Source: an optimization exercise on an open RTL-to-GDS flow (aim: a short achievable clock period and few clock cycles). Production flows keep margins and buffers that such runs may drop.
Function was checked by simulation only, so behaviour that the tests miss may differ from the original.
Power and IR drop assume default switching activity.

## flow/config.mk

```make
export PLATFORM = sky130hd
export DESIGN_NAME = mips_multicycle
export DESIGN_NICKNAME = mips_multicycle
export VERILOG_FILES = /design/flow/design.v
export SDC_FILE = /design/flow/constraint.sdc
export NUM_CORES = 4
export LEC_CHECK = 0
export CAP_MARGIN = 20
export CORE_MARGIN = 2
export CORE_UTILIZATION = 30
export PLACE_DENSITY = 0.5
export SETUP_SLACK_MARGIN = 4.5
export SLEW_MARGIN = 20
export SYNTH_HIERARCHICAL = 1
```

## flow/constraint.sdc

```tcl
create_clock -name core_clock -period 8.0 [get_ports {clk}]
set_input_delay 1.6000 -clock core_clock [delete_from_list [all_inputs] [get_ports {clk}]]
set_output_delay 1.6000 -clock core_clock [all_outputs]
set_load 0.01 [all_outputs]
```

## flow/design.v

```verilog
`timescale 1ns / 1ps
module mips_multicycle(
input               clk,
input               rst_n,
output  [9:0]       mem_addr,
output  [31:0]      mem_wdata,
output              mem_we,
input   [31:0]      mem_rdata
    );
localparam OP_R    = 6'd0;
localparam OP_J    = 6'd2;
localparam OP_BEQ  = 6'd4;
localparam OP_BNE  = 6'd5;
localparam OP_BGTZ = 6'd7;
localparam OP_ADDI = 6'd8;
localparam OP_LW   = 6'd35;
localparam OP_SW   = 6'd43;
reg  [9:0]  fpc;         
reg         v_i_r;       
reg  [9:0]  pc1_i;       
reg  [9:0]  pc_i;        
reg         bh_i;        
reg  [31:0] btb_v;
reg  [4:0]  btb_tag [0:31];
reg  [9:0]  btb_tgt [0:31];
wire [159:0] btb_tag_flat;
wire [319:0] btb_tgt_flat;
reg         bu_v;        
reg         bu_set;
reg  [9:0]  bu_pc;
reg  [9:0]  bu_tgt;
reg  [31:0] c_v;
reg  [4:0]  c_tag  [0:31];
reg  [31:0] c_data [0:31];
wire [159:0] c_tag_flat;
genvar gi;
generate for (gi = 0; gi < 32; gi = gi + 1) begin : g_flat
    assign c_tag_flat[gi*5 +: 5]    = c_tag[gi];
    assign btb_tag_flat[gi*5 +: 5]  = btb_tag[gi];
    assign btb_tgt_flat[gi*10 +: 10] = btb_tgt[gi];
end endgenerate
reg  [31:0] cbuf;        
reg         src_c_i;     
localparam PF_AHEAD = 10'd14;
reg  [9:0]  pf_ptr;      
reg         pf_q;        
reg         pf_w;        
reg  [9:0]  pf_wa;       
reg  [9:0]  pf_aq;       
reg         pfsk_q;      
reg  [9:0]  pdist;       
reg  [4:0]  st_idx;      
reg         st2_w;       
reg  [4:0]  st2_idx;     
reg         ch_q;
reg         bh_q;
reg  [9:0]  bt_q;
reg  [9:0]  bt1_q;       
reg  [9:0]  fpc1_q;      
reg         redq;
reg         rdi_q;       
reg  [9:0]  rtq, rt1q;   
reg  [9:0]  pfp1_q;      
wire        v_i  = v_i_r  & ~redq;
wire        hb_v = hb_v_r & ~redq;
wire        v_d  = v_d_r  & ~redq;
wire        v_e  = v_e_r  & ~redq;
reg         hb_v_r;      
reg  [31:0] hb_ir;
reg  [31:0] hb_rsoh, hb_rtoh;    
reg  [9:0]  hb_pc1;
reg  [9:0]  hb_pc;
reg  [9:0]  hb_tgt;
reg         hb_pred;
reg         v_d_r;
reg  [31:0] ir_d;
reg  [31:0] rsoh_d, rtoh_d;      
reg  [9:0]  pc1_d;
reg  [9:0]  pc_d;
reg  [9:0]  tgt_d;
reg         pred_d;
reg         v_e_r;
reg  [31:0] opa_e, opb_e;
reg  [31:0] addb_e;        
reg  [4:0]  wd_e;
reg         alu_we_e;      
reg         lw_e, sw_e, br_e;
reg  [1:0]  brk_e;         
reg         brnop_e;       
reg         pred_e;
reg         rq_e, rn_e, g0_e, g1_e;    
reg  [9:0]  tgt_e, pc1_e, pc_e;
reg  [5:0]  fn_e;          
reg  [31:0] res;           
reg         w_we;
reg  [4:0]  w_rd;
reg         m_acc, m_we;
reg  [9:0]  maddr_q;       
reg  [31:0] m_wdata;
reg         ld_m;
reg  [4:0]  ld_rd_m;
reg         ld_w;
reg  [4:0]  ld_rd_w;
reg  [31:0] R [0:31];
assign mem_addr  = maddr_q;
assign mem_we    = m_we;
assign mem_wdata = m_wdata;
wire [31:0] instr_i = src_c_i ? cbuf : mem_rdata;
wire [31:0] rsoh_i = 32'd1 << instr_i[25:21];
wire [31:0] rtoh_i = 32'd1 << instr_i[20:16];
wire [5:0]  op_i    = instr_i[31:26];
wire        j_i     = op_i == OP_J;
wire        br_i    = (op_i == OP_BEQ) | (op_i == OP_BNE) | (op_i == OP_BGTZ);
wire [9:0]  tgt_i   = pc1_i + instr_i[9:0];
wire        spred_i = br_i & instr_i[15];
wire        pred_i  = bh_i | spred_i;
wire        redir_i = v_i & (bh_i ? ~(j_i | br_i) : (j_i | spred_i));
wire [9:0]  rtgt_i  = bh_i ? pc1_i : j_i ? instr_i[9:0] : tgt_i;
wire        btb_hit = bh_q & ~redq;
wire [5:0]  op_d  = ir_d[31:26];
wire [4:0]  rs_d  = ir_d[25:21];
wire [4:0]  rt_d  = ir_d[20:16];
wire [4:0]  rd_d  = ir_d[15:11];
wire [5:0]  fu_d  = ir_d[5:0];
wire        r_d    = op_d == OP_R;
wire        addi_d = op_d == OP_ADDI;
wire        lw_d   = op_d == OP_LW;
wire        sw_d   = op_d == OP_SW;
wire        beq_d  = op_d == OP_BEQ;
wire        bne_d  = op_d == OP_BNE;
wire        bgtz_d = op_d == OP_BGTZ;
wire        br_d   = beq_d | bne_d | bgtz_d;
wire        fadd_d = fu_d == 6'h20;
wire        fsub_d = fu_d == 6'h22;
wire        fand_d = fu_d == 6'h24;
wire        for_d  = fu_d == 6'h25;
wire        fslt_d = fu_d == 6'h2A;
wire        rfn_d  = fadd_d | fsub_d | fand_d | for_d | fslt_d;
wire        rda_d = r_d | addi_d | lw_d | sw_d | br_d;
wire        rdb_d = (r_d & rfn_d) | sw_d | br_d;
wire        alu_we_d = r_d | addi_d;
wire [4:0]  wd_d  = r_d ? rd_d : rt_d;
wire        ldE = v_e & lw_e;
wire        hz_a = rda_d & ((ldE & (wd_e == rs_d)) | (ld_m & (ld_rd_m == rs_d)));
wire        hz_b = rdb_d & ((ldE & (wd_e == rt_d)) | (ld_m & (ld_rd_m == rt_d)));
wire        stall = v_d & (hz_a | hz_b);
integer k;
reg  [31:0] rfa_d, rfb_d;
always @(*) begin
    rfa_d = 32'd0;
    rfb_d = 32'd0;
    for (k = 0; k < 32; k = k + 1) begin
        rfa_d = rfa_d | (R[k] & {32{rsoh_d[k]}});
        rfb_d = rfb_d | (R[k] & {32{rtoh_d[k]}});
    end
end
wire [31:0] ra_d = (w_we & (w_rd == rs_d)) ? res :
                   (ld_w & (ld_rd_w == rs_d)) ? mem_rdata : rfa_d;
wire [31:0] rb_d = (w_we & (w_rd == rt_d)) ? res :
                   (ld_w & (ld_rd_w == rt_d)) ? mem_rdata : rfb_d;
wire        ewr   = v_e & alu_we_e;
reg  [31:0] alu_e;
wire        fa_d  = ewr & (wd_e == rs_d);
wire        fb_d  = ewr & (wd_e == rt_d);
wire [5:0]  fn_d = r_d ? {~rfn_d, fslt_d, for_d, fand_d, fsub_d, fadd_d} : 6'b000001;
wire [31:0] a_e   = opa_e;
wire [31:0] b_e   = opb_e;
wire [31:0] sum_e, dif_e;
PFX_ADD add_e (.a(a_e), .b(addb_e), .cin(1'b0), .s(sum_e));
PFX_ADD sub_e (.a(a_e), .b(~b_e),   .cin(1'b1), .s(dif_e));
wire        eq_e;
wire        lt_e;          
assign eq_e = ~(|(a_e ^ b_e));
assign lt_e = dif_e[31];
wire        slt_e = (a_e[31] ^ b_e[31]) ? a_e[31] : dif_e[31];
always @(*) begin
    alu_e = ({32{fn_e[0]}} & sum_e) |
            ({32{fn_e[1]}} & dif_e) |
            ({32{fn_e[2]}} & (a_e & b_e)) |
            ({32{fn_e[3]}} & (a_e | b_e)) |
            ({32{fn_e[5]}} & a_e) |
            {31'd0, fn_e[4] & slt_e};
end
wire        taken_e = (brk_e == 2'd0) ? eq_e :
                      (brk_e == 2'd1) ? ~eq_e : (~eq_e & ~lt_e);
wire        redir_e = v_e & ((rq_e & eq_e) | (rn_e & ~eq_e) |
                             (g0_e & ~eq_e & ~lt_e) | (g1_e & (eq_e | lt_e)));
wire [9:0]  rtgt_e  = pred_e ? pc1_e : tgt_e;
wire        c_hit = ch_q & ~redq;
wire        fetch_go = ~stall & (c_hit | ~(m_acc | pf_q));
wire [9:0]  fpc_x  = redq ? rtq : fpc;
wire [9:0]  fpc1_x = redq ? rt1q : fpc1_q;
wire [9:0]  fpc2_x = redq ? rt1q + 10'd1 : fpc1_q + 10'd1;
wire [9:0]  nseq  = btb_hit ? bt_q : fpc1_x;
wire [9:0]  nseq1 = btb_hit ? bt1_q : fpc2_x;
wire        fill_d = v_i & ~src_c_i;
wire [4:0]  fidx = pf_w ? pf_wa[4:0] : pc_i[4:0];
wire [4:0]  ftag = pf_w ? pf_wa[9:5] : pc_i[9:5];
wire        ch_b, ch_s, ch_h, bh_b, bh_s, bh_h;
wire [9:0]  bt_b, bt_s, bt_h, bt1_b, bt1_s, bt1_h;
FE_LOOKUP lk_b (.a(bt_q), .c_v(c_v), .c_tag_flat(c_tag_flat), .btb_v(btb_v), .btb_tag_flat(btb_tag_flat),
    .btb_tgt_flat(btb_tgt_flat), .fill_d(fill_d), .fill_i(pc_i[4:0]), .pf_w(pf_w), .pf_i(pf_wa[4:0]),
    .st_w(st2_w), .st_i(st2_idx), .bu_v(bu_v), .bu_i(bu_pc[4:0]), .ch(ch_b), .bh(bh_b), .bt(bt_b), .bt1(bt1_b));
FE_LOOKUP lk_s (.a(fpc1_q), .c_v(c_v), .c_tag_flat(c_tag_flat), .btb_v(btb_v), .btb_tag_flat(btb_tag_flat),
    .btb_tgt_flat(btb_tgt_flat), .fill_d(fill_d), .fill_i(pc_i[4:0]), .pf_w(pf_w), .pf_i(pf_wa[4:0]),
    .st_w(st2_w), .st_i(st2_idx), .bu_v(bu_v), .bu_i(bu_pc[4:0]), .ch(ch_s), .bh(bh_s), .bt(bt_s), .bt1(bt1_s));
FE_LOOKUP lk_h (.a(fpc), .c_v(c_v), .c_tag_flat(c_tag_flat), .btb_v(btb_v), .btb_tag_flat(btb_tag_flat),
    .btb_tgt_flat(btb_tgt_flat), .fill_d(fill_d), .fill_i(pc_i[4:0]), .pf_w(pf_w), .pf_i(pf_wa[4:0]),
    .st_w(st2_w), .st_i(st2_idx), .bu_v(bu_v), .bu_i(bu_pc[4:0]), .ch(ch_h), .bh(bh_h), .bt(bt_h), .bt1(bt1_h));
wire        ch_n  = fetch_go ? (btb_hit ? ch_b : ch_s) : ch_h;    
wire [9:0]  fpc1  = fpc1_q;
wire [9:0]  pc2_i = pc1_i + 10'd1;
wire [9:0]  tgt1_i, jt1_i;
ADD10 a_t1 (.a(pc2_i), .b(instr_i[9:0]), .s(tgt1_i));
ADD10 a_j1 (.a(10'd1), .b(instr_i[9:0]), .s(jt1_i));
wire [9:0]  rtgt_i1 = bh_i ? pc2_i : j_i ? jt1_i : tgt1_i;
wire [9:0]  rtgt_e1 = pred_e ? pc1_e + 10'd1 : tgt_e + 10'd1;
wire [9:0]  fpc_n1 = redir_i ? rtgt_i1 : fetch_go ? nseq1 : fpc1_x;
wire [9:0]  fpc_ni = redir_i ? rtgt_i :
                     fetch_go ? nseq : fpc_x;
wire [9:0]  pf_d   = pdist;         
wire        nxt_hit = ~redir_i & (fetch_go ? (~btb_hit & (pf_d >= 10'd3)) : c_hit);
wire        pd_inv = redq | rdi_q;    
wire        pf_rst = ~pd_inv & ((pf_d == 10'd0) | (pf_d > 10'd31));
wire        pf_ok  = ~pd_inv & (pf_d != 10'd0) & (pf_d <= PF_AHEAD);
wire        pf_go  = pf_ok & nxt_hit;
wire        pf_adv = pf_go & ~(v_e & (lw_e | sw_e));
wire        pf_rew = redq & pfsk_q;
wire [9:0]  pfp1   = pfp1_q;
wire [9:0]  pd_h   = pf_rst ? 10'd1 : pf_adv ? pdist + 10'd1 : pdist;
wire [9:0]  pd_s   = pf_rst ? 10'd0 : pf_adv ? pdist : pdist - 10'd1;
wire [9:0]  db_r, db_a, db_h;
SUB10 sb_r (.a(fpc1),   .b(bt_q),   .d(db_r));
SUB10 sb_a (.a(pfp1),   .b(bt_q),   .d(db_a));
SUB10 sb_h (.a(pf_ptr), .b(bt_q),   .d(db_h));
wire [9:0]  dr_pa, dr_ph, dr_aa, dr_ah;
SUB10 sr_pa (.a(pf_ptr), .b(fpc1_x), .d(dr_pa));
SUB10 sr_ph (.a(pf_ptr), .b(fpc_x),  .d(dr_ph));
SUB10 sr_aa (.a(pf_aq),  .b(fpc1_x), .d(dr_aa));
SUB10 sr_ah (.a(pf_aq),  .b(fpc_x),  .d(dr_ah));
wire [9:0]  pd_b   = pf_rst ? db_r : pf_adv ? db_a : db_h;
wire [9:0]  pd_r   = pf_rew ? (fetch_go ? dr_aa : dr_ah) : (fetch_go ? dr_pa : dr_ph);
wire [9:0]  pdist_n = pd_inv ? pd_r : redir_i ? 10'd0 :
                      fetch_go ? (btb_hit ? pd_b : pd_s) : pd_h;
always @(posedge clk or negedge rst_n) begin
    if (~rst_n) begin
        fpc <= 10'd0; v_i_r <= 1'b0; pc1_i <= 10'd0; pc_i <= 10'd0; bh_i <= 1'b0;
        pf_ptr <= 10'd1; pf_q <= 1'b0; pf_w <= 1'b0; pf_wa <= 10'd0;
        pf_aq <= 10'd0; pfsk_q <= 1'b0; pdist <= 10'd1; st_idx <= 5'd0; st2_w <= 1'b0; st2_idx <= 5'd0; ch_q <= 1'b0; bh_q <= 1'b0; bt_q <= 10'd0;
        bt1_q <= 10'd1; fpc1_q <= 10'd1; rtq <= 10'd0; rt1q <= 10'd1; pfp1_q <= 10'd2;
        btb_v <= 32'd0; c_v <= 32'd0; cbuf <= 32'd0; src_c_i <= 1'b0;
        for (k = 0; k < 32; k = k + 1) begin c_tag[k] <= 5'd0; c_data[k] <= 32'd0; end bu_v <= 1'b0; bu_set <= 1'b0; bu_pc <= 10'd0; bu_tgt <= 10'd0;
        for (k = 0; k < 32; k = k + 1) begin btb_tag[k] <= 5'd0; btb_tgt[k] <= 10'd0; end
        hb_pc <= 10'd0; pc_d <= 10'd0; pc_e <= 10'd0;
        hb_v_r <= 1'b0; hb_ir <= 32'd0; hb_rsoh <= 32'd1; hb_rtoh <= 32'd1; hb_pc1 <= 10'd0; hb_tgt <= 10'd0; hb_pred <= 1'b0;
        v_d_r <= 1'b0; ir_d <= 32'd0; rsoh_d <= 32'd1; rtoh_d <= 32'd1; pc1_d <= 10'd0; tgt_d <= 10'd0; pred_d <= 1'b0;
        v_e_r <= 1'b0; opa_e <= 32'd0; opb_e <= 32'd0; addb_e <= 32'd0;
        wd_e <= 5'd0; alu_we_e <= 1'b0; lw_e <= 1'b0; sw_e <= 1'b0;
        br_e <= 1'b0; brk_e <= 2'd0; brnop_e <= 1'b0; pred_e <= 1'b0;
        rq_e <= 1'b0; rn_e <= 1'b0; g0_e <= 1'b0; g1_e <= 1'b0; redq <= 1'b0; rdi_q <= 1'b0;
        tgt_e <= 10'd0; pc1_e <= 10'd0; fn_e <= 6'd1;
        res <= 32'd0; w_we <= 1'b0; w_rd <= 5'd0;
        m_acc <= 1'b0; m_we <= 1'b0; maddr_q <= 10'd0; m_wdata <= 32'd0;
        ld_m <= 1'b0; ld_rd_m <= 5'd0; ld_w <= 1'b0; ld_rd_w <= 5'd0;
    end else begin
        fpc <= fpc_ni;
        rtq <= rtgt_e;
        rt1q <= rtgt_e1;
        maddr_q <= redir_e ? rtgt_e :
                   (v_e & (lw_e | sw_e)) ? sum_e[11:2] : pf_go ? pf_ptr : fpc_ni;
        redq  <= redir_e;
        rdi_q <= redir_i;
        pf_q  <= ~(v_e & (lw_e | sw_e)) & ~redir_e & pf_go;
        pf_w  <= pf_q;
        pf_aq <= pf_ptr;
        pf_wa <= pf_aq;
        st_idx <= sum_e[6:2];
        ch_q <= ~redir_i & ~redq & ch_n;
        bh_q <= ~redir_i & ~redq & (fetch_go ? (btb_hit ? bh_b : bh_s) : bh_h);
        bt_q <= fetch_go ? (btb_hit ? bt_b : bt_s) : bt_h;
        bt1_q <= fetch_go ? (btb_hit ? bt1_b : bt1_s) : bt1_h;
        fpc1_q <= fpc_n1;
        pfsk_q <= pf_go & ~(v_e & (lw_e | sw_e));
        pdist <= pdist_n;
        if (pf_rst) begin
            pf_ptr <= fpc1; pfp1_q <= fpc1 + 10'd1;
        end else if (pf_rew) begin
            pf_ptr <= pf_aq; pfp1_q <= pf_aq + 10'd1;
        end else if (pf_adv) begin
            pf_ptr <= pfp1_q; pfp1_q <= pfp1_q + 10'd1;
        end
        if (fetch_go) begin
            pc1_i <= fpc1_x;
            pc_i  <= fpc_x;
            bh_i  <= btb_hit;
            src_c_i <= c_hit;
        end
        cbuf <= c_data[fpc[4:0]];
        if (fill_d | pf_w) begin
            c_v[fidx] <= 1'b1;
            c_tag[fidx] <= ftag;
            c_data[fidx] <= mem_rdata;
        end
        st2_w <= m_we;
        st2_idx <= st_idx;
        if (st2_w) begin
            c_v[st2_idx] <= 1'b0;
        end
        if (bu_v) begin
            btb_v[bu_pc[4:0]] <= bu_set;
            btb_tag[bu_pc[4:0]] <= bu_pc[9:5];
            btb_tgt[bu_pc[4:0]] <= bu_tgt;
        end
        if (v_e & br_e & ~brnop_e) begin
            bu_v <= 1'b1; bu_set <= taken_e; bu_pc <= pc_e; bu_tgt <= tgt_e;
        end else if (v_i & j_i & ~bh_i) begin
            bu_v <= v_i & j_i & ~bh_i; bu_set <= 1'b1; bu_pc <= pc_i; bu_tgt <= instr_i[9:0];
        end else if (pf_w & ((mem_rdata[31:26] == OP_J) |
                             (((mem_rdata[31:26] == OP_BEQ) | (mem_rdata[31:26] == OP_BNE) |
                               (mem_rdata[31:26] == OP_BGTZ)) & mem_rdata[15]))) begin
            bu_v <= 1'b1; bu_set <= 1'b1; bu_pc <= pf_wa;
            bu_tgt <= (mem_rdata[31:26] == OP_J) ? mem_rdata[9:0] : pf_wa + 10'd1 + mem_rdata[9:0];
        end else begin
            bu_v <= 1'b0;
        end
        v_i_r <= fetch_go & ~redir_i;
        if (~hb_v) begin
            hb_ir <= instr_i; hb_rsoh <= rsoh_i; hb_rtoh <= rtoh_i; hb_pc1 <= pc1_i; hb_pc <= pc_i; hb_tgt <= tgt_i; hb_pred <= pred_i;
        end
        hb_v_r <= stall & (hb_v | v_i);
        v_d_r  <= stall ? v_d : (hb_v | v_i);
        if (~stall) begin
            if (hb_v) begin
                ir_d <= hb_ir; rsoh_d <= hb_rsoh; rtoh_d <= hb_rtoh; pc1_d <= hb_pc1; pc_d <= hb_pc; tgt_d <= hb_tgt; pred_d <= hb_pred;
            end else begin
                ir_d <= instr_i; rsoh_d <= rsoh_i; rtoh_d <= rtoh_i; pc1_d <= pc1_i; pc_d <= pc_i; tgt_d <= tgt_i; pred_d <= pred_i;
            end
        end
        v_e_r <= v_d & ~stall;
        opa_e <= fa_d ? alu_e : ra_d;
        opb_e <= fb_d ? alu_e : rb_d;
        addb_e <= (r_d & fb_d) ? alu_e : r_d ? rb_d : {{16{ir_d[15]}}, ir_d[15:0]};
        wd_e <= wd_d;
        alu_we_e <= alu_we_d;
        lw_e <= lw_d; sw_e <= sw_d; br_e <= br_d;
        brk_e <= beq_d ? 2'd0 : bne_d ? 2'd1 : 2'd2;
        brnop_e <= ~(|ir_d[9:0]);
        pred_e <= pred_d;
        rq_e <= ((beq_d & ~pred_d) | (bne_d & pred_d)) & (|ir_d[9:0]);
        rn_e <= ((beq_d & pred_d) | (bne_d & ~pred_d)) & (|ir_d[9:0]);
        g0_e <= bgtz_d & ~pred_d & (|ir_d[9:0]);
        g1_e <= bgtz_d & pred_d & (|ir_d[9:0]);
        tgt_e <= tgt_d; pc1_e <= pc1_d; pc_e <= pc_d;
        fn_e <= fn_d;
        res  <= alu_e;
        w_we <= v_e & alu_we_e;
        w_rd <= wd_e;
        m_acc <= v_e & (lw_e | sw_e);
        m_we  <= v_e & sw_e;
        m_wdata <= b_e;
        ld_m <= v_e & lw_e;
        ld_rd_m <= wd_e;
        ld_w <= ld_m;
        ld_rd_w <= ld_rd_m;
    end
end
always @(posedge clk or negedge rst_n) begin
    if (~rst_n) begin
        for (k = 0; k < 32; k = k + 1) R[k] <= 32'd0;
    end else begin
        for (k = 0; k < 32; k = k + 1) begin
            if (w_we & (w_rd == k))
                R[k] <= res;
            else if (ld_w & (ld_rd_w == k))
                R[k] <= mem_rdata;
        end
    end
end
endmodule
module PFX_ADD(
    input  [31:0] a,
    input  [31:0] b,
    input         cin,
    output [31:0] s
    );
wire [31:0] x, g, p, c;
ADD_X     ux (.a(a), .b(b), .x(x));
ADD_GP    ug (.a(a), .b(b), .g(g), .p(p));
ADD_CARRY uc (.g(g), .p(p), .cin(cin), .c(c));
ADD_SUM   us (.x(x), .c(c), .s(s));
endmodule
module ADD_X(
    input  [31:0] a,
    input  [31:0] b,
    output [31:0] x
    );
assign x = a ^ b;
endmodule
module ADD_GP(
    input  [31:0] a,
    input  [31:0] b,
    output [31:0] g,
    output [31:0] p
    );
assign g = a & b;
assign p = a | b;
endmodule
module ADD_CARRY(
    input  [31:0] g,
    input  [31:0] p,
    input         cin,
    output [31:0] c
    );
wire [31:0] g0 = g | {31'd0, p[0] & cin};
wire [31:0] g1, p1, g2, p2, g3, p3, g4, p4, g5;
assign g1 = g0 | (p & {g0[30:0], 1'b0});
assign p1 = p & {p[30:0], 1'b0};
assign g2 = g1 | (p1 & {g1[29:0], 2'b0});
assign p2 = p1 & {p1[29:0], 2'b0};
assign g3 = g2 | (p2 & {g2[27:0], 4'b0});
assign p3 = p2 & {p2[27:0], 4'b0};
assign g4 = g3 | (p3 & {g3[23:0], 8'b0});
assign p4 = p3 & {p3[23:0], 8'b0};
assign g5 = g4 | (p4 & {g4[15:0], 16'b0});
assign c  = {g5[30:0], cin};
endmodule
module ADD_SUM(
    input  [31:0] x,
    input  [31:0] c,
    output [31:0] s
    );
assign s = x ^ c;
endmodule
module SUB10(
    input  [9:0] a,
    input  [9:0] b,
    output [9:0] d
    );
assign d = a - b;
endmodule
module ADD10(
    input  [9:0] a,
    input  [9:0] b,
    output [9:0] s
    );
assign s = a + b;
endmodule
module FE_LOOKUP(
    input  [9:0]   a,
    input  [31:0]  c_v,
    input  [159:0] c_tag_flat,
    input  [31:0]  btb_v,
    input  [159:0] btb_tag_flat,
    input  [319:0] btb_tgt_flat,
    input          fill_d,
    input  [4:0]   fill_i,
    input          pf_w,
    input  [4:0]   pf_i,
    input          st_w,
    input  [4:0]   st_i,
    input          bu_v,
    input  [4:0]   bu_i,
    output         ch,
    output         bh,
    output [9:0]   bt,
    output [9:0]   bt1
    );
wire [4:0] i = a[4:0];
wire chg  = (fill_d & (fill_i == i)) | (pf_w & (pf_i == i)) | (st_w & (st_i == i));
wire bchg = bu_v & (bu_i == i);
assign ch  = c_v[i] & (c_tag_flat[i*5 +: 5] == a[9:5]) & ~chg;
assign bh  = btb_v[i] & (btb_tag_flat[i*5 +: 5] == a[9:5]) & ~bchg;
assign bt  = btb_tgt_flat[i*10 +: 10];
assign bt1 = bt + 10'd1;
endmodule
```

## flow/run.sh

```bash
#!/bin/bash
# synth_recipe.tcl (not shown) runs the flow's synth.tcl, then flattens the netlist and writes it again
# the make line also repeats each setting of config.mk as NAME=value (left out here)
make -C /OpenROAD-flow-scripts/flow DESIGN_CONFIG=/design/flow/config.mk WORK_HOME=/design/flow/orfs CLKGATE_MAP_FILE= SYNTH_SCRIPT=/design/flow/synth_recipe.tcl finish
```

==> run_results.csv, run 1 <==
group,metric,value,unit
clock_tree,cts_tree,"done",
floorplanning,dieArea,630300,um2
power_and_ir_drop,p_seq_share,33.2,%
grt,track_usage,27.66,%
routing,ant_nets,0,
min_path,min_path_type,"in -> async",
yosys,yosysWarnings,12,
cells_and_area,nets,17083,
critical_path,crit_type,"reg -> reg",
floorplanning,die_width,793.9,um
cells_and_area,final_common_cell,"dfrtp_1",
grt,grt_pass1_vias,146975,
clock_tree,clkTransAtPathRegs,0.06,ns
grt,antenna_found_initial,67,
routing,routed_wl,911500,um
grt,grt_max_degree,168,
power_and_ir_drop,swShare,42.28,%
critical_path,cp_max_fo,24,
power_and_ir_drop,p_leak,0.08959,uW
yosys,syn-instance-count,17234,
sta,finalSetupViolCount,0,
critical_path,crit_arrival,4.75,ns
sta,slew_headroom,13.55,%
sta,slew_violations,0,
routing,wire_per_inst,35.70,um
clock_tree,clock_latency,1.14,ns
placement,port_buffers,76,
critical_path,critPathLaunchType,"flop",
sta,worst_pin_slew,1.297,ns
grt,grt_first_pass_wirelength,1241000,um
power_and_ir_drop,irDropWorstVdd,0.0002153,V
sta,worst_hold_slack,0.3381,ns
status,outcome,"finished clean",
power_and_ir_drop,pwr-share-comb,44.7,%
clock_tree,numCtsBuffers,388,
cells_and_area,syn_to_final_growth,15.60,%
cells_and_area,drive_gt1_share,25.08,%
critical_path,critPathRequiredTime,9.01,ns
power_and_ir_drop,cellPowerDensity,399.7,nW/um2
yosys,syn_area_per_cell,10.86,um2
clock_tree,clockRootBuffer,"clkbuf_16",
routing,post_drt_via_cell_ratio,6.132,
clock_tree,hold_buffers,0,
cells_and_area,final_cell_mix,"3309 x dfrtp_1, 1598 x mux2_2, 1514 x nor2_1",
power_and_ir_drop,power_switching,36560,uW
floorplanning,core_area,622600,um2
routing,drtIter0Drc,22632,
sta,clock.fmax,266.9,MHz
sta,period_needed,3.746,ns
power_and_ir_drop,pwr-share-clk,22.2,%
clock_tree,cts.sinks,3452,
floorplanning,chipHeight,793.9,um
routing,vias,156580,
grt,grt_overflow,0,
clock_tree,htreeDepth,5,
sta,tns,0,ns
sta,hold_viol,0,
flow_run,cap_viol_max_count,0,
yosys,syn-cell-area,187200,um2
power_and_ir_drop,p_int,49930,uW
floorplanning,start_util,30.06,%
placement,place.detailed.hpwl,529900,um
floorplanning,std_cell_rows,290,
clock_tree,cts_buffer_depth,4,
critical_path,critPathCaptureType,"flop",
placement,finalWeightedCongestion,0.9426,
cells_and_area,nFillCells,61997,
sta,period_share,46.83,%
routing,firstDrtPassIters,10,
sta,rsz0062_at_grt,"true",
sta,finClkSkew,0.09970,ns
routing,drc,0,
floorplanning,top_level_ports,77,
## repair_timing
| action | in CTS | in global routing |
|---|---|---|
| pin swaps | 70 | 88 |
| resized for setup | 349 | 323 |
| buffers inserted | 126 | 92 |
| cloned | 26 | 12 |
| endpoints found under the setup margin | 1257 | 726 |
## per-stage QoR
step	worst slack (ns)	cell area, um2	cells	utilization (%)	total power [uW]
2_1_floorplan	4.128	187600	17247	-	49500
3_3_place_gp	2.262	197300	24519	31.69	62690
3_5_place_dp	2.343	197400	24525	31.71	63060
4_1_cts	4.011	213900	25379	34.35	84130
5_1_grt	4.235	216300	25491	34.74	89650
6_report	4.254	216400	25534	34.75	86490
## worst max-delay path, cell delays in order, from the launching register on
cell     delay (ns)
dfrtp_4        0.47
buf_12         0.14
buf_16         0.22
mux4_2         0.55
mux4_2         0.50
mux2i_1        0.55
xor2_1         0.19
nand4_1        0.16
nor3_1         0.39
a21oi_1        0.22
nor3_1         0.17
## registers in the layout, indices dropped and copies added (netlist names), 160 cells and up
name,cells
R,1024
btb_tag,160
btb_tgt,320
c_data,1024
c_tag,160
## power by group through the flow
stage,Combinational (uW),Sequential (uW),Clock (uW)
finish,38600,28700,19200
detailed placement,34000,29000,0
CTS,36400,28400,19300
floorplan,23600,25900,0
global placement,33800,28900,0
global route,40400,29200,20000
## final timing paths
kind	start	endpoint	slack [ns]	cells past startpoint
setup / recovery	fpc[0]	ch_q	4.25	10
hold / removal	rst_n	opa_e[17]	0.34	1
setup reg to reg	fpc[0]	ch_q	4.25	10
hold reg to reg	pc_d[0]	pc_e[0]	0.36	0
max in group asynchronous	rst_n	c_data[15][30]	5.41	4
min in group core_clock	pc_d[0]	pc_e[0]	0.36	0
## per-layer routing
metal  vias to the layer above  GRT usage, %  share of wire [%]
li1                      62785             -                  -
met5                         -        0.4688              0.088
met2                     10558         40.49                 42
met1                     80033         36.08                 39
met3                      3152         9.167                 12
met4                        52         14.78                7.0
## final cells by class
class	count	area [um2]	area share [%]
antenna	48	120.1	0.05551
tap	8322	10410	4.812
timing repair inverter	1	7.507	0.003469
timing repair buffer	828	8408	3.885
sequential	3452	86600	40.02
clock inverter	143	1964	0.9078
inverter	282	1089	0.5030
multi-input combinational	11899	96490	44.59
clock buffer	559	11310	5.226
Testbench counts, summed over its fixed seeds: cycles 46,043.
==> run 2, diff against run 1 <==
==> flow/config.mk (replaced) <==
export PLATFORM = sky130hd
export DESIGN_NAME = mips_multicycle
export DESIGN_NICKNAME = mips_multicycle
export VERILOG_FILES = /design/flow/design.v
export SDC_FILE = /design/flow/constraint.sdc
export NUM_CORES = 4
export LEC_CHECK = 0
export CAP_MARGIN = 35
export CORE_MARGIN = 2
export CORE_UTILIZATION = 30
export PLACE_DENSITY = 0.5
export SETUP_SLACK_MARGIN = 5
export SLEW_MARGIN = 35
export SYNTH_HIERARCHICAL = 1
export TNS_END_PERCENT = 20
==> run_results.csv, run 2 <==
group,metric,value,unit
sta,rsz0062_at_grt,"true",
critical_path,slowest_stage,"xor2_1",
routing,drtIter0Drc,22027,
sta,worst_pin_slew,1.087,ns
sta,finClkSkew,0.06923,ns
cells_and_area,fin_cells,25845,
critical_path,path_buf_inv,3,
critical_path,crit_arrival,4.58,ns
placement,postPlaceCellArea,198200,um2
yosys,syn-cell-area,187200,um2
cells_and_area,drive_gt1_share,28.31,%
yosys,syn-instance-count,17234,
critical_path,crit_type,"reg -> reg",
clock_tree,cts_tree,"done",
yosys,yosysWarnings,12,
critical_path,critPathRequiredTime,9.01,ns
sta,slew_headroom,27.51,%
cells_and_area,nFillCells,61594,
critical_path,cp_slowest_stage_delay,0.83,ns
floorplanning,top_level_ports,77,
grt,grt_overflow,0,
sta,period_needed,3.570,ns
floorplanning,core_area,622600,um2
clock_tree,hold_buffers,0,
cells_and_area,final_cell_mix,"3288 x dfrtp_1, 1590 x mux2_2, 1478 x nor2_1",
routing,firstDrtPassIters,10,
sta,hold_viol,0,
grt,met1_usage,36.15,%
grt,use_met2,41.14,%
placement,port_buffers,76,
power_and_ir_drop,cellPowerDensity,403.6,nW/um2
sta,clock.fmax,280.1,MHz
placement,place.detailed.hpwl,532300,um
clock_tree,numCtsBuffers,379,
yosys,syn_area_per_cell,10.86,um2
clock_tree,clockRootBuffer,"clkbuf_16",
clock_tree,cts.sinks,3452,
routing,routed_wl,928200,um
routing,wire_per_inst,35.91,um
routing,post_drt_via_cell_ratio,6.155,
cells_and_area,final_common_cell,"dfrtp_1",
clock_tree,htreeDepth,5,
cells_and_area,fin_area,223300,um2
cells_and_area,final_util,35.87,%
routing,ant_nets,0,
clock_tree,clkTransAtPathRegs,0.06,ns
grt,track_usage,28.10,%
floorplanning,std_cell_rows,290,
sta,period_share,44.63,%
critical_path,crit_family,"compound AO/OA/AOI/OAI gates",
cells_and_area,nets,17406,
critical_path,crit_path_frequent_cell,"buf_6",
grt,grt_pass1_vias,149773,
sta,tns,0,ns
cells_and_area,syn_to_final_growth,19.30,%
sta,worst_hold_slack,0.3506,ns
grt,antenna_found_initial,73,
grt,grtUsageMet3,9.175,%
placement,placed_cells,24550,
cells_and_area,top_regs,"R: 1024 flops, c_data: 1024 flops, btb_tgt: 320 flops",
grt,grt.busiest_layer,"met2",
power_and_ir_drop,irDropWorstVdd,0.0002471,V
flow_run,cap_viol_max_count,0,
critical_path,cp_max_fo,7,
status,outcome,"finished clean",
floorplanning,start_util,30.06,%
critical_path,critPathLaunchType,"flop",
critical_path,critPathCaptureType,"flop",
floorplanning,dieArea,630300,um2
clock_tree,cts_buffer_depth,4,
sta,slew_violations,0,
placement,finalWeightedCongestion,0.9363,
routing,vias,159084,
power_and_ir_drop,p_leak,0.09240,uW
floorplanning,chipHeight,793.9,um
sta,finalSetupViolCount,0,
floorplanning,die_width,793.9,um
min_path,min_path_type,"reg -> reg",
routing,drc,0,
grt,grt_first_pass_wirelength,1262000,um
clock_tree,clock_latency,1.06,ns
grt,grt_max_degree,166,
critical_path,worstPathCellList,"buf_6 -> buf_6 -> and2_4 -> a21oi_4 -> o211a_4 -> o21ai_4 -> a21o_1 -> buf_4 -> xor2_1 -> a22oi_1 -> o211ai_1 -> nor2_1 -> a21oi_1 -> mux2_2",
## run 2: routing by layer
layer / vias up / part of all wire [%] / routed length (um)
li1: 63478 / - / -
met1: 81706 / 39 / 359900
met2: 10503 / 42 / 389500
met3: 3353 / 11 / 106700
met4: 44 / 7.7 / 71110
met5: - / 0.092 / 850
## run 2: area by class of cell
| cell class | count | area, um2 | area share (%) |
|---|---|---|---|
| timing repair buffer | 1154 | 13660 | 6.117 |
| antenna | 41 | 102.6 | 0.04594 |
| inverter | 282 | 1101 | 0.4931 |
| sequential | 3452 | 86690 | 38.82 |
| clock buffer | 555 | 11140 | 4.990 |
| timing repair inverter | 2 | 15.01 | 0.006723 |
| clock inverter | 133 | 1657 | 0.7418 |
| tap | 8322 | 10410 | 4.663 |
| multi-input combinational | 11904 | 98530 | 44.12 |
## run 2: worst reg2reg max path, delay by kind of cell, from the launching register on
kind,cells,cell delay [ns]
xor+xnor,1,0.83
compound gates,7,1.40
simple gates,2,0.23
mux,1,0.23
buf+inv,3,0.37
flops,1,0.45
## run 2: power breakdown
part,internal [uW],switching [uW]
logic,18400,24600
clock network,10600,8100
registers,22900,5570
## run 2: path summary, 6_finish.rpt
path,end,from,slack (ns),cells after the start
max in group asynchronous,c_data[8][30],rst_n,5.34,4
worst max register to register,addb_e[7],opa_e[2],4.43,14
min in group asynchronous,res[4],rst_n,0.47,1
worst max-delay path,addb_e[7],opa_e[2],4.43,14
worst min-delay path,st2_idx[0],st_idx[0],0.35,0
worst min register to register,st2_idx[0],st_idx[0],0.35,0
## run 2: stage by stage
| stage | worst slack, ns | power (uW) |
|---|---|---|
| finish | 4.430 | 90130 |
| floorplan | 4.127 | 49470 |
| detailed placement | 2.115 | 63470 |
| global route | 4.406 | 93240 |
| global placement | 2.053 | 62870 |
| CTS | 4.500 | 86340 |
## run 2: timing repair
item / CTS / global route
pin swaps: 137 / 205
gates cloned: 63 / 24
buffers inserted: 305 / 166
gates resized for setup: 897 / 687
setup endpoints to repair: 2272 / 1424
==> run 3, diff against run 2 <==
--- a/flow/config.mk
+++ b/flow/config.mk
@@ -7,8 +7,8 @@
 export LEC_CHECK = 0
 export CAP_MARGIN = 35
 export CORE_MARGIN = 2
-export CORE_UTILIZATION = 30
-export PLACE_DENSITY = 0.5
+export CORE_UTILIZATION = 28
+export PLACE_DENSITY = 0.48
 export SETUP_SLACK_MARGIN = 5
 export SLEW_MARGIN = 35
 export SYNTH_HIERARCHICAL = 1
==> run_results.csv, run 3 <==
group,metric,value,unit
status,outcome,"finished clean",
cells_and_area,top_regs,"R: 1024 flops, c_data: 1024 flops, btb_tgt: 320 flops",
power_and_ir_drop,p_leak,0.09273,uW
critical_path,worstPathCellList,"buf_12 -> buf_4 -> buf_16 -> buf_16 -> mux4_2 -> mux4_2 -> mux2i_1 -> a31oi_1 -> nand4_1 -> nor3_2 -> nand2_1 -> a21oi_2 -> a21oi_2 -> nor3_2",
floorplanning,start_util,28.08,%
sta,worst_pin_slew,1.187,ns
yosys,syn_area_per_cell,10.86,um2
critical_path,r2r_setup_slack,4.41,ns
critical_path,critPathLaunchType,"flop",
grt,grt_pass1_vias,149691,
routing,drtIter0Drc,22813,
critical_path,crit_type,"reg -> reg",
yosys,yosysWarnings,12,
clock_tree,numCtsBuffers,382,
cells_and_area,syn_to_final_growth,19.96,%
cells_and_area,nets,17427,
sta,finalWorstSetupSlack,4.408,ns
grt,grt_overflow,0,
placement,postPlaceCellArea,198900,um2
placement,finalWeightedCongestion,0.9274,
routing,routed_wl,947400,um
critical_path,critPathCaptureType,"flop",
grt,grt_max_degree,156,
power_and_ir_drop,irDropWorstVdd,0.0002392,V
routing,ant_nets,0,
cells_and_area,multiInputGateArea,98260,um2
placement,port_buffers,76,
yosys,syn-instance-count,17234,
sta,hold_viol,0,
cells_and_area,final_cell_mix,"3281 x dfrtp_1, 1593 x mux2_2, 1493 x nor2_1",
min_path,min_path_type,"reg -> reg",
placement,dpl_worst_slack,2.090,ns
sta,period_share,44.90,%
sta,rsz0062_at_grt,"true",
grt,grt_first_pass_wirelength,1279000,um
routing,vias,158319,
routing,wire_per_inst,35.80,um
sta,finClkSkew,0.1072,ns
floorplanning,std_cell_rows,300,
clock_tree,clock_latency,1.10,ns
clock_tree,cts_tree,"done",
clock_tree,cts.sinks,3452,
routing,drc,0,
cells_and_area,nFillCells,66725,
cells_and_area,seq_area,86720,um2
floorplanning,top_level_ports,77,
routing,post_drt_via_cell_ratio,5.982,
clock_tree,clockRootBuffer,"clkbuf_16",
critical_path,cp_slowest_stage_delay,0.63,ns
cells_and_area,final_common_cell,"dfrtp_1",
sta,slew_violations,0,
cells_and_area,fin_area,224600,um2
floorplanning,core_area,666600,um2
grt,antenna_found_initial,60,
clock_tree,clkTransAtPathRegs,0.06,ns
cells_and_area,drive_gt1_share,28.30,%
sta,period_needed,3.592,ns
sta,tns,0,ns
routing,firstDrtPassIters,10,
placement,place.detailed.hpwl,543800,um
yosys,syn-cell-area,187200,um2
critical_path,cp_max_fo,17,
sta,slew_headroom,20.85,%
floorplanning,die_width,821.6,um
sta,clock.fmax,278.4,MHz
sta,finalSetupViolCount,0,
critical_path,crit_arrival,4.55,ns
clock_tree,cts_buffer_depth,4,
flow_run,cap_viol_max_count,0,
clock_tree,hold_buffers,0,
grt,track_usage,26.69,%
clock_tree,htreeDepth,5,
floorplanning,chipHeight,821.6,um
critical_path,slowest_stage,"dfstp_4",
critical_path,critPathRequiredTime,8.96,ns
floorplanning,dieArea,675100,um2
power_and_ir_drop,cellPowerDensity,402.7,nW/um2
==> run 3: layout make-up <==
class | instances | share of cell area, %
antenna | 45 | 0.05015
clock buffer | 565 | 5.057
clock inverter | 135 | 0.8107
inverter | 282 | 0.4937
multi-input combinational | 11902 | 43.76
sequential | 3452 | 38.62
tap | 8909 | 4.964
timing repair buffer | 1173 | 6.238
timing repair inverter | 3 | 0.01170
==> run 3: timing repair <==
item,4_1_cts,5_1_grt
endpoints found under the setup margin,2365,1939
gates cloned,61,28
gates resized for setup,1006,536
setup buffers,328,136
pin swaps,200,141
==> run 3: worst paths after layout <==
kind | to | startpoint | depth (start not counted)
min in group asynchronous | addb_e[16] | rst_n | 1
max in group asynchronous | c_data[16][5] | rst_n | 4
worst max-delay path | bh_q | fpc1_q[0] | 14
worst max register to register | bh_q | fpc1_q[0] | 14
worst min-delay path | pc_e[9] | pc_d[9] | 0
worst min register to register | pc_e[9] | pc_d[9] | 0
==> run 3: per-layer routing <==
layer,wire length (um),GRT usage [%],part of all wire [%],vias up
met5,642,0.2260,0.068,-
met3,108700,8.444,11,3187
met4,72340,15.66,7.6,60
li1,-,-,-,63490
met2,395900,39.18,42,10379
met1,369800,34.43,39,81203
==> run 3: power by group <==
part	total, uW	leakage, uW	switching, uW	internal, uW
sequential	28600	0.0394	5670	23000
combinational	42700	0.0469	24500	18200
clock	19100	0.00650	8160	10900
total	90400	0.0927	38300	52100
==> run 3: critical path: cells and delay by family (launching register included) <==
kind	cells	cell delay (ns)
DFF	1	0.63
muxes	3	1.34
and+or+nand+nor	4	0.43
AOI/OAI and AO/OA	3	0.46
buffers and inverters	4	0.60
==> run 3: through the flow <==
stage	instances	util (%)	hold slack, ns	power, uW
finish	26466	33.68	0.3531	90430
global route	26427	33.67	0.3749	93580
CTS	26248	33.10	0.3515	87610
detailed placement	25159	29.83	0.3413	63620
global placement	25135	29.73	0.3406	63090
floorplan	17247	-	0.3312	49470

## static timing again, ports no longer ideal
The results above use ideal ports. As a check the final layouts listed here were re-extracted and re-timed, cells and wires unchanged.
Step 1, drivers: a clkbuf_16 drives clk and a buf_2 each remaining input, both assumed.
Step 2 times the ports against the registers' clock, not the clock port: input delays grow and output delays shrink by t, the midpoint of the rising clock arrivals with the driver on.
a / b / c = no drivers / after step 1 / after step 2; a / b = the first two.
| run | t (ns) | setup slack, ns | worst data-port slew with drivers (ns) |
|---|---|---|---|
| run 1 | 1.192 | 4.254 / 4.254 / 3.379 | 0.18 |
| run 2 | 1.167 | 4.430 / 4.430 / 3.362 | 0.31 |
| run 3 | 1.202 | 4.408 / 4.408 / 3.374 | 0.21 |
After both steps setup and hold are still met in every run listed. The setup slack of run 2, which loses most, moves by 0.000 ns with the drivers and by -1.068 ns with both steps.
